What follows belongs to an exercise in optimizing a design on an open flow for small area and a short achievable clock period; a production flow would make more cautious choices. RTL that was checked went through simulation tests only; none was proved equivalent to the original. Function not checked in run 1: the RTL went through the layout flow alone.

## flow/run.sh

```bash
#!/bin/bash
set -euo pipefail
bash standard.sh "BUFFER_PORTS_ARGS=-buffer_cell sky130_fd_sc_hd__buf_2" finish > standard.log 2>&1
```

## standard.sh

```bash
#!/bin/bash
# synth_recipe.tcl (not shown) runs the flow's synth.tcl, then flattens the netlist and writes it again
# the make line also repeats each setting of config.mk as NAME=value (left out here)
make -C /OpenROAD-flow-scripts/flow DESIGN_CONFIG=/design/flow/config.mk WORK_HOME=/design/flow/orfs CLKGATE_MAP_FILE= SYNTH_SCRIPT=/design/flow/synth_recipe.tcl "${@:-finish}"
```

## config.mk

```make
export PLATFORM = sky130hd
export DESIGN_NAME = thresholding
export DESIGN_NICKNAME = thresholding
export VERILOG_FILES = /design/flow/design.v
export SDC_FILE = /design/flow/constraint.sdc
export NUM_CORES = 4
export LEC_CHECK = 0
export CAP_MARGIN = 20
export CORE_MARGIN = 2
export CORE_UTILIZATION = 40
export CTS_BUF_LIST = sky130_fd_sc_hd__clkbuf_8
export SLEW_MARGIN = 20
```

## constraint.sdc

```tcl
create_clock -name core_clock -period 14.0 [get_ports {clk}]
set_input_delay 2.8000 -clock core_clock [delete_from_list [all_inputs] [get_ports {clk}]]
set_output_delay 2.8000 -clock core_clock [all_outputs]
set_load 0.01 [all_outputs]
```

## design.v

```verilog
module thresholding(
    input wire clk, reset, enable,
    input wire signed [11 : 0] sig,
    output wire signed [11 : 0] y,
    output reg done,
    output reg [11 : 0] id
    );
localparam W = 13;
reg signed [11 : 0] d [0 : W - 1];    
reg [16 : 0] n;                       
reg first;                            
reg ysel;                             
wire idle = (id == 12'd2047);
wire working = ~idle;
wire signed [11 : 0] x = sig - 12'sd958;
wire wrapx = (sig[11] == 1'b1) && (sig[10 : 0] < 11'd958);    
wire [12 : 0] sp = {wrapx, ~sig[11], sig[10 : 0]};
wire f0 = (n <= 17'd90902);           
wire fw = (n <= 17'd65370);           
wire [13 : 0] spf = {wrapx & fw, wrapx ^ fw, ~sig[11], sig[10 : 0]};    
wire [16 : 0] r0 = {3'b000, spf};
wire [16 : 0] r2 = {1'b0, spf, 2'b00};
wire [16 : 0] r3 = {spf, 3'b000};
wire [16 : 0] l1c = {r3[16 : 3], f0, r3[1 : 0]};
wire [16 : 0] s1 = r0 ^ r2 ^ l1c;
wire [17 : 0] c1 = {(r0 & r2) | (r0 & l1c) | (r2 & l1c), 1'b0};
wire [16 : 0] l2b = {c1[16 : 3], f0, f0, f0};
wire [16 : 0] s2 = s1 ^ l2b ^ n;
wire [17 : 0] c2 = {(s1 & l2b) | (s1 & n) | (l2b & n), 1'b0};
wire [16 : 0] dsum = s2 + c2[16 : 0] + {16'd0, f0};
wire cond = ~dsum[16];
wire late = ~id[11] & (id[10 : 4] != 7'd0 || id[3 : 0] >= 4'd12);
wire valid = ~first | late;
wire [11 : 0] d12b = valid ? {~d[W - 1][11], d[W - 1][10 : 0]} : 12'h800;
localparam [16 : 0] KU = 17'd123839;
wire [16 : 0] ea = n ^ {5'd0, d12b} ^ KU;
wire [17 : 0] eb = {(n & {5'd0, d12b}) | (n & KU) | ({5'd0, d12b} & KU), 1'b0};
wire [16 : 0] nsp = {4'b0000, ~sp};
wire [16 : 0] ua = ea ^ eb[16 : 0] ^ nsp;
wire [17 : 0] ub = {(ea & eb[16 : 0]) | (ea & nsp) | (eb[16 : 0] & nsp), 1'b0};
wire [16 : 0] n_next = ua + ub[16 : 0];
assign y = ysel ? d[0] : 12'sd0;
integer j;
always @(posedge clk) begin
    if (working) begin
        for (j = 1; j < W; j = j + 1)
            d[j] <= d[j - 1];
        d[0] <= x;
    end
    if (reset) begin
        n <= 17'd90902;
        first <= 1'b1;
        done <= 1'b0;
        id <= 12'd2047;
    end else begin
        done <= working;
        if (working) begin
            id <= id + 12'd1;
            n <= n_next;
            if (late)
                first <= 1'b0;
        end else begin
            id <= {enable, 11'h7ff};
        end
    end
    ysel <= cond;
end
endmodule
```

==> flow_metrics.py, run 1 <==
metrics = {
    "outcome": {
        "status": "no timing/DRC/antenna violations",
    },
    "synth": {
        "top_cells_by_count_synth": "edfxtp_1 (156), inv_1 (65), ha_1 (57)",
        "ys_async_sr_fraction": 0,
        "share_of_the_synthesized_area_in_the_top_cell_type": 0.543,
        "ys_seq_area_frac": 0.617,
        "synth_area_per_cell_um2": 14.1,
        "syn_inst": 612,
        "synth.area.top_cells": "edfxtp_1 (54%), fa_1 (9.1%), ha_1 (8.3%)",
        "netlist.top_cell.by_area": "edfxtp_1",
        "dominantRegCellSynth": "edfxtp_1",
        "yosys_register_bits": 188,
        "yosys_warnings": 2,
        "post_synth_num_cell_types": 52,
        "post_synth_edffs": 156,
        "synthesis.area_um2": 8630,
        "most_frequently_used_cell_type_in_the_post_synthesis_netlist": "edfxtp_1",
        "synth_fp_nets": 723,
    },
    "cts": {
        "cts_max_path_buffers": 2,
        "cts_tree": "built",
        "cts_num_sinks": 188,
        "postCtsResizedCells": 0,
        "cts_root_buffer_type": "clkbuf_8",
        "cts_post_setup_buffers_inserted": 0,
        "clk_pin_slew_ns": 0.11,
        "worstSkewPairLatency_ns": 0.47,
        "cts-htree-levels": 4,
        "cts_buffers": 17,
        "cts_hold_repair.buffers": 0,
    },
    "timing": {
        "totalNegativeSetupSlack_ns": 0,
        "timing_max_transition_violations_final": 0,
        "max-slew-margin-rel": 0.476,
        "grt_setup_unrepaired": "false",
        "tightestPinTransition_ns": 0.787,
        "final.setup_skew_ns": 0.00988,
        "finalWorstPathRequiredPeriod_ns": 6.14,
        "timing.final.crit_share": 0.438,
        "setup-violations-final": 0,
        "fmaxAchievable_mhz": 163,
        "final_hold_viol_count": 0,
    },
    "routing": {
        "vias_per_cell": 4.97,
        "routedWlPerCell_um": 15.7,
        "detailedRoute.firstIterationViolations": 305,
        "remaining_drc_errors": 0,
        "route.antenna.remaining_nets": 0,
        "drt_pass1_iterations": 4,
        "detail_route.wirelength_mm": 14.9,
        "route.vias.total": 4721,
    },
    "critical_path": {
        "critPathBufInv": 4,
        "crit_fanout": 6,
        "most_used_cell_along_the_critical_path": "ha_1",
        "worst-endpoint-arrival_ns": 6.53,
        "r2r.worst_path.cells": 18,
        "critPathMaxStageDelay_ns": 0.49,
        "cpMaxStageDelayCell": "fa_1",
        "critPathKind": "in2reg",
        "cp_data_required_time_ns": 14.40,
        "critical_path.endpoint_type": "register",
        "path_depth": 19,
        "critical-path-top-delay-family": "adder cells",
        "worstPathCellList": "buf_2, ha_1, nand3_1, o21a_1, nor2_1, nor2_1, ha_1, inv_1, ha_1, inv_1, fa_1, inv_1, fa_1, ha_1, a211o_1, o211ai_1, a21oi_1, a211o_1, xnor2_1",
        "startpoint_type_of_the_worst_setup_path": "primary input",
    },
    "final_layout": {
        "drive_gt1_frac": 0.117,
        "final_cell_count_no_fill": 950,
        "area_growth_pct": 11.2,
        "design.final.nets": 773,
        "antenna-diode-count": 0,
        "fillers": 1886,
        "final_area_um2": 9590,
    },
    "place": {
        "dpl_cell_area_um2": 9150,
        "gp_routability_congestion": 0.831,
        "dp_cells": 918,
        "dpl.hpwl_mm": 10.7,
        "port-buffer-count": 39,
    },
    "grt": {
        "first_global_vias": 4756,
        "grt_first_pass_wirelength_mm": 24.4,
        "globalRouteTotalUtil": 0.142,
        "total_grt_overflow": 0,
        "antenna_violations_before_repair": 0,
        "largest_net_degree_at_the_start_of_global_routing": 95,
    },
    "job": {
        "max-cap-violations": 0,
    },
    "floorplan": {
        "starting_utilization_of_the_core_area": 0.409,
        "placementRows": 53,
        "floorplan.die_area_um2": 22800,
        "core_box_area_um2": 21100,
        "die_w_um": 151,
        "io_pins": 40,
        "chipHeight_um": 151,
    },
    "worst_hold_path": {
        "depth_of_the_worst_hold_timing_path": 0,
        "min-delay-path-class": "reg2reg",
    },
}
[layout make-up]
type | instances | area [µm²] | area share
Tap cell | 275 | 344 | 0.0359
Timing Repair Buffer | 41 | 214 | 0.0223
Inverter | 66 | 253 | 0.0264
Sequential cell | 188 | 5330 | 0.555
Clock inverter | 15 | 209 | 0.0218
Clock buffer | 17 | 234 | 0.0244
Multi-Input combinational cell | 348 | 3010 | 0.314
[logic make-up after synthesis]
logic type | share of synthesized area
flip-flops | 0.617
AND/OR/NAND/NOR | 0.0802
XOR/XNOR | 0.0315
AO/OA/AOI/OAI | 0.0644
adder cells (fa/ha/maj) | 0.173
buffers and inverters | 0.0335
[through the flow]
stage                     setup WS [ns]  utilization  hold slack, ns
after detailed placement           7.38        0.434           0.405
after CTS                          7.87        0.455           0.428
after global routing               7.60        0.455           0.435
after floorplan                    7.93            -           0.400
after global placement             7.53        0.434           0.400
final                              7.86        0.455           0.427
[path summary, 6_finish.rpt]
path                                   startpoint            endpoint  slack [ns]
worst max-delay path                       sig[1]        ysel$_DFF_P_        7.86
worst min-delay path            d[3][4]$_DFFE_PN_   d[4][4]$_DFFE_PN_        0.43
worst max register to register   id[9]$_SDFF_PP1_  n[11]$_SDFFE_PP0N_        9.47
worst min register to register  d[3][4]$_DFFE_PN_   d[4][4]$_DFFE_PN_        0.43
[routing by layer]
metal	track usage	vias to the layer above	share of wire
li1	-	2280	-
met1	0.209	2351	0.48
met2	0.213	82	0.46
met3	0.0349	8	0.050
met4	0.0369	0	0.0086
met5	0	-	0
[sequential cells by signal (all words and copies together) (netlist names)]
name   cells
n         17
ysel       1
id        12
first      1
d        156
done       1
[layout by cell type (no fill, tap or decap), drive strengths merged, types with 4 or more instances in the layout]
master and count:
fa 39, inv 79, dfxtp 32, xor2 9, or3 5, o211ai 6, o21a 7, a21oi 19
nand3 15, ha 57, nand2 50, clkbuf 17, nor2 16, and2 18, nor3 11, xnor2 22
nand4 8, o31ai 4, a21o 7, edfxtp 156, o21ai 17, buf 41
==> run 2, diff against run 1 <==
==> design.v (replaced) <==
module thresholding(
    input wire clk, reset, enable,
    input wire signed [11 : 0] sig,
    output wire signed [11 : 0] y,
    output reg done,
    output reg [11 : 0] id
    );
localparam W = 13;
reg signed [11 : 0] d [0 : W - 1];    
reg signed [16 : 0] t;                
reg first;                            
reg ysel;                             
wire idle = (id == 12'd2047);
wire working = ~idle;
wire signed [11 : 0] x = sig - 12'sd958;
wire wrapx = (sig < -12'sd1090);
wire late = ~id[11] & (id[10 : 4] != 7'd0 || id[3 : 0] >= 4'd11);
wire valid = ~first | late;
wire signed [11 : 0] d12 = valid ? d[W - 1] : 12'sd0;
wire signed [16 : 0] s = t + d[0];
wire signed [19 : 0] s20 = s;
wire signed [19 : 0] k = (s >= 17'sd25532) ? s20 - 20'sd39714 :
                         (s >= 17'sd0)     ? s20 + 20'sd13534 :
                                             s20 + 20'sd13546;
wire signed [19 : 0] kw = wrapx ? k - 20'sd53248 : k;
wire signed [19 : 0] sig20 = sig;
wire signed [19 : 0] diff = (sig20 <<< 3) + (sig20 <<< 2) + sig20 - kw;
wire cond = ~diff[19];
assign y = ysel ? d[0] : 12'sd0;
integer j;
always @(posedge clk) begin
    if (reset) begin
        d[0] <= 12'sd0;
        t <= 17'sd0;
        first <= 1'b1;
        done <= 1'b0;
        id <= 12'd2047;
    end else begin
        done <= working;
        if (working) begin
            id <= id + 12'd1;
            t <= t + d[0] - d12;
            for (j = 1; j < W; j = j + 1)
                d[j] <= d[j - 1];
            d[0] <= x;
            if (late)
                first <= 1'b0;
        end else begin
            id <= {enable, 11'h7ff};
        end
    end
    ysel <= cond;
end
endmodule
==> run.sh (new file) <==
#!/bin/bash
# synth_recipe.tcl (not shown) runs the flow's synth.tcl, then flattens the netlist and writes it again
# the make line also repeats each setting of config.mk as NAME=value (left out here)
make -C /OpenROAD-flow-scripts/flow DESIGN_CONFIG=/design/flow/config.mk WORK_HOME=/design/flow/orfs CLKGATE_MAP_FILE= SYNTH_SCRIPT=/design/flow/synth_recipe.tcl finish
--- a/config.mk
+++ b/config.mk
@@ -10,3 +10,2 @@
 export CORE_UTILIZATION = 40
-export CTS_BUF_LIST = sky130_fd_sc_hd__clkbuf_8
 export SLEW_MARGIN = 20
removed: flow/run.sh
removed: standard.sh
==> run 2 against run 1 <==
Against the previous run:
- still clean on timing, DRC and antenna
- synthesized area is 11% higher
- clock skew is 0.00090 ns lower
- setup slack worse by 1.6 ns
- flip-flop and latch count stayed put
- sequential share of layout area is 8.1 points lower
- cell area is 14% higher
- worst hold slack worse by 0.011 ns
- routed wire length is 20% higher
- via count is 22% higher
- non-clock buffer count is 4 higher
- synthesized cell count is 26% higher
- critical endpoint unchanged
- largest cell class unchanged
==> flow_metrics.py, run 2 <==
metrics = {
    "outcome": {
        "status": "no timing/DRC/antenna violations",
    },
    "timing": {
        "final_hold_viol_count": 0,
        "grt_setup_unrepaired": "false",
        "totalNegativeSetupSlack_ns": 0,
        "whs_ns": 0.416,
        "fmaxAchievable_mhz": 129,
        "final.setup_skew_ns": 0.00899,
        "setup-violations-final": 0,
        "max-slew-margin-rel": 0.332,
        "timing_max_transition_violations_final": 0,
        "timing.final.crit_share": 0.554,
        "finalWorstPathRequiredPeriod_ns": 7.76,
        "tightestPinTransition_ns": 1.00,
    },
    "synth": {
        "dominantRegCellSynth": "edfxtp_1",
        "most_frequently_used_cell_type_in_the_post_synthesis_netlist": "edfxtp_1",
        "synth.area.top_cells": "edfxtp_1 (45%), dfxtp_1 (9.2%), ha_1 (9.0%)",
        "top_cells_by_count_synth": "edfxtp_1 (144), nand2_1 (80), ha_1 (69)",
        "ys_seq_area_frac": 0.542,
        "ys_async_sr_fraction": 0,
        "yosys_warnings": 2,
        "netlist.top_cell.by_area": "edfxtp_1",
        "syn_inst": 773,
        "synthesis.area_um2": 9600,
        "yosys_register_bits": 188,
        "synth_area_per_cell_um2": 12.4,
        "post_synth_edffs": 144,
        "synth_fp_nets": 881,
        "post_synth_num_cell_types": 80,
        "share_of_the_synthesized_area_in_the_top_cell_type": 0.450,
    },
    "grt": {
        "groute.layer.met1.usage": 0.223,
        "largest_net_degree_at_the_start_of_global_routing": 85,
        "antenna_violations_before_repair": 0,
        "grt_util_met3": 0.0306,
        "first_global_vias": 5609,
        "grt_util_met2": 0.219,
        "global_route.peak_usage_layer": "met1",
        "total_grt_overflow": 0,
        "globalRouteTotalUtil": 0.148,
        "grt_first_pass_wirelength_mm": 29.6,
    },
    "job": {
        "max-cap-violations": 0,
    },
    "cts": {
        "cts_hold_repair.buffers": 0,
        "cts_tree": "built",
        "cts_num_sinks": 188,
        "cts_max_path_buffers": 2,
        "cts_post_setup_buffers_inserted": 0,
        "cts_buffers": 17,
        "postCtsResizedCells": 0,
        "cts_root_buffer_type": "clkbuf_16",
        "worstSkewPairLatency_ns": 0.43,
        "clk_pin_slew_ns": 0.07,
        "cts-htree-levels": 4,
    },
    "final_layout": {
        "drive_gt1_frac": 0.0958,
        "max_flop_register": "d",
        "design.final.nets": 930,
        "final_area_um2": 11000,
        "antenna-diode-count": 0,
        "fillers": 2204,
        "largest_reg_flops": 156,
        "largest_registers_in_the_final_layout": "d: 156 flops, t: 17 flops, id: 12 flops",
        "layout_commonest_cell": "edfxtp_1",
        "final_cell_mix": "edfxtp_1 (144), nand2_1 (80), ha_1 (69)",
        "area_growth_pct": 14.3,
    },
    "floorplan": {
        "placementRows": 56,
        "io_pins": 40,
        "core_box_area_um2": 23500,
        "floorplan.die_area_um2": 25300,
        "starting_utilization_of_the_core_area": 0.408,
        "die_w_um": 159,
        "chipHeight_um": 159,
    },
    "critical_path": {
        "worst-endpoint-arrival_ns": 8.08,
        "cpMaxStageDelayCell": "fa_1",
        "critical_path.endpoint_type": "register",
        "critPathKind": "reg2reg",
        "cp_data_required_time_ns": 14.32,
        "most_used_cell_along_the_critical_path": "a21oi_1",
        "crit_fanout": 5,
        "critPathMaxStageDelay_ns": 0.52,
        "startpoint_type_of_the_worst_setup_path": "register",
    },
    "routing": {
        "detailedRoute.firstIterationViolations": 278,
        "route.vias.total": 5775,
        "route.antenna.remaining_nets": 0,
        "vias_per_cell": 5.00,
        "routedWlPerCell_um": 15.5,
        "detail_route.wirelength_mm": 17.9,
        "drt_pass1_iterations": 5,
        "remaining_drc_errors": 0,
    },
    "worst_hold_path": {
        "min-delay-path-class": "reg2reg",
    },
    "place": {
        "dpl_cell_area_um2": 10400,
        "gp_routability_congestion": 0.807,
        "dpl.hpwl_mm": 12.6,
        "port-buffer-count": 39,
    },
}
==> run 2: routing by layer <==
metal	vias up	share of wire
li1	2921	-
met1	2756	0.52
met2	92	0.44
met3	6	0.033
met4	0	0.0048
met5	-	0
==> run 2: kinds of logic after synthesis <==
group	after synthesis	synth area share
adder cells (fa/ha/maj)	93	0.140
flip-flops	188	0.542
AND/OR/NAND/NOR	213	0.108
buffers and inverters	56	0.0220
multiplexers	2	0.00222
XOR/XNOR	60	0.0632
AO/OA/AOI/OAI	161	0.123
==> run 2: metrics by stage <==
step                setup WS, ns  std cells  utilization
finish                      6.24       1154        0.466
floorplan                   6.27        773            -
CTS                         6.19       1154        0.466
global placement            6.35       1122        0.441
detailed placement          6.21       1122        0.441
global route                5.57       1154        0.466
==> run 2: path summary, 6_finish.rpt <==
check | start | endpoint | slack (ns) | depth (start not counted)
worst max-delay path | d[0][0]$_SDFFE_PP0N_ | ysel$_DFF_P_ | 6.24 | 37
worst max register to register | d[0][0]$_SDFFE_PP0N_ | ysel$_DFF_P_ | 6.24 | 37
worst min register to register | d[7][11]$_DFFE_PP_ | d[8][11]$_DFFE_PP_ | 0.42 | 0
worst min-delay path | d[7][11]$_DFFE_PP_ | d[8][11]$_DFFE_PP_ | 0.42 | 0
==> run 2: layout make-up <==
cell class / count / area, µm² / share of cell area
sequential: 188 / 5200 / 0.474
multi-input combinational: 529 / 4200 / 0.382
clock buffer: 18 / 439 / 0.0400
timing repair buffer: 45 / 435 / 0.0397
tap: 319 / 399 / 0.0364
inverter: 41 / 154 / 0.0140
clock inverter: 14 / 144 / 0.0131
==> run 2: critical path: cells and delay by family, from the launching register on <==
| kind | cells | cell delay (ns) |
|---|---|---|
| fa+ha+maj | 7 | 2.39 |
| simple gates | 4 | 0.58 |
| buf+inv | 3 | 0.23 |
| flops | 1 | 0.36 |
| compound gates | 18 | 3.14 |
| xor+xnor | 5 | 0.95 |

-- afterwards: timing with drivers on the ports --
How much do the figures lean on ideal ports? The routed layouts below were timed once more, with nothing changed but the port constraints. Step 1 sets driving cells, clkbuf_16 on the clock port and buf_2 on the other inputs (assumed; they add their load-dependent delay and slew). Step 2 adds t to the input delays and takes it off the output delays; t is the mean of the earliest and latest rising clock arrival at the registers after step 1. Input paths then give back, and output paths get back, about the clock's delay inside the block. Slacks: no drivers / after step 1 / after step 2; pairs: no drivers / after step 1.
| run | shift t [ns] | slack for setup (ns) | latest minus earliest clock arrival (ns) |
|---|---|---|---|
| run 1 | 0.498 | 7.864 / 7.859 / 7.360 | 0.014 / 0.015 |
| run 2 | 0.465 | 6.241 / 6.241 / 6.241 | 0.013 / 0.013 |
After both steps every run listed still meets setup and hold. The setup slack of run 1, which loses most, moves by -0.005 ns with the drivers and by -0.504 ns with both steps.
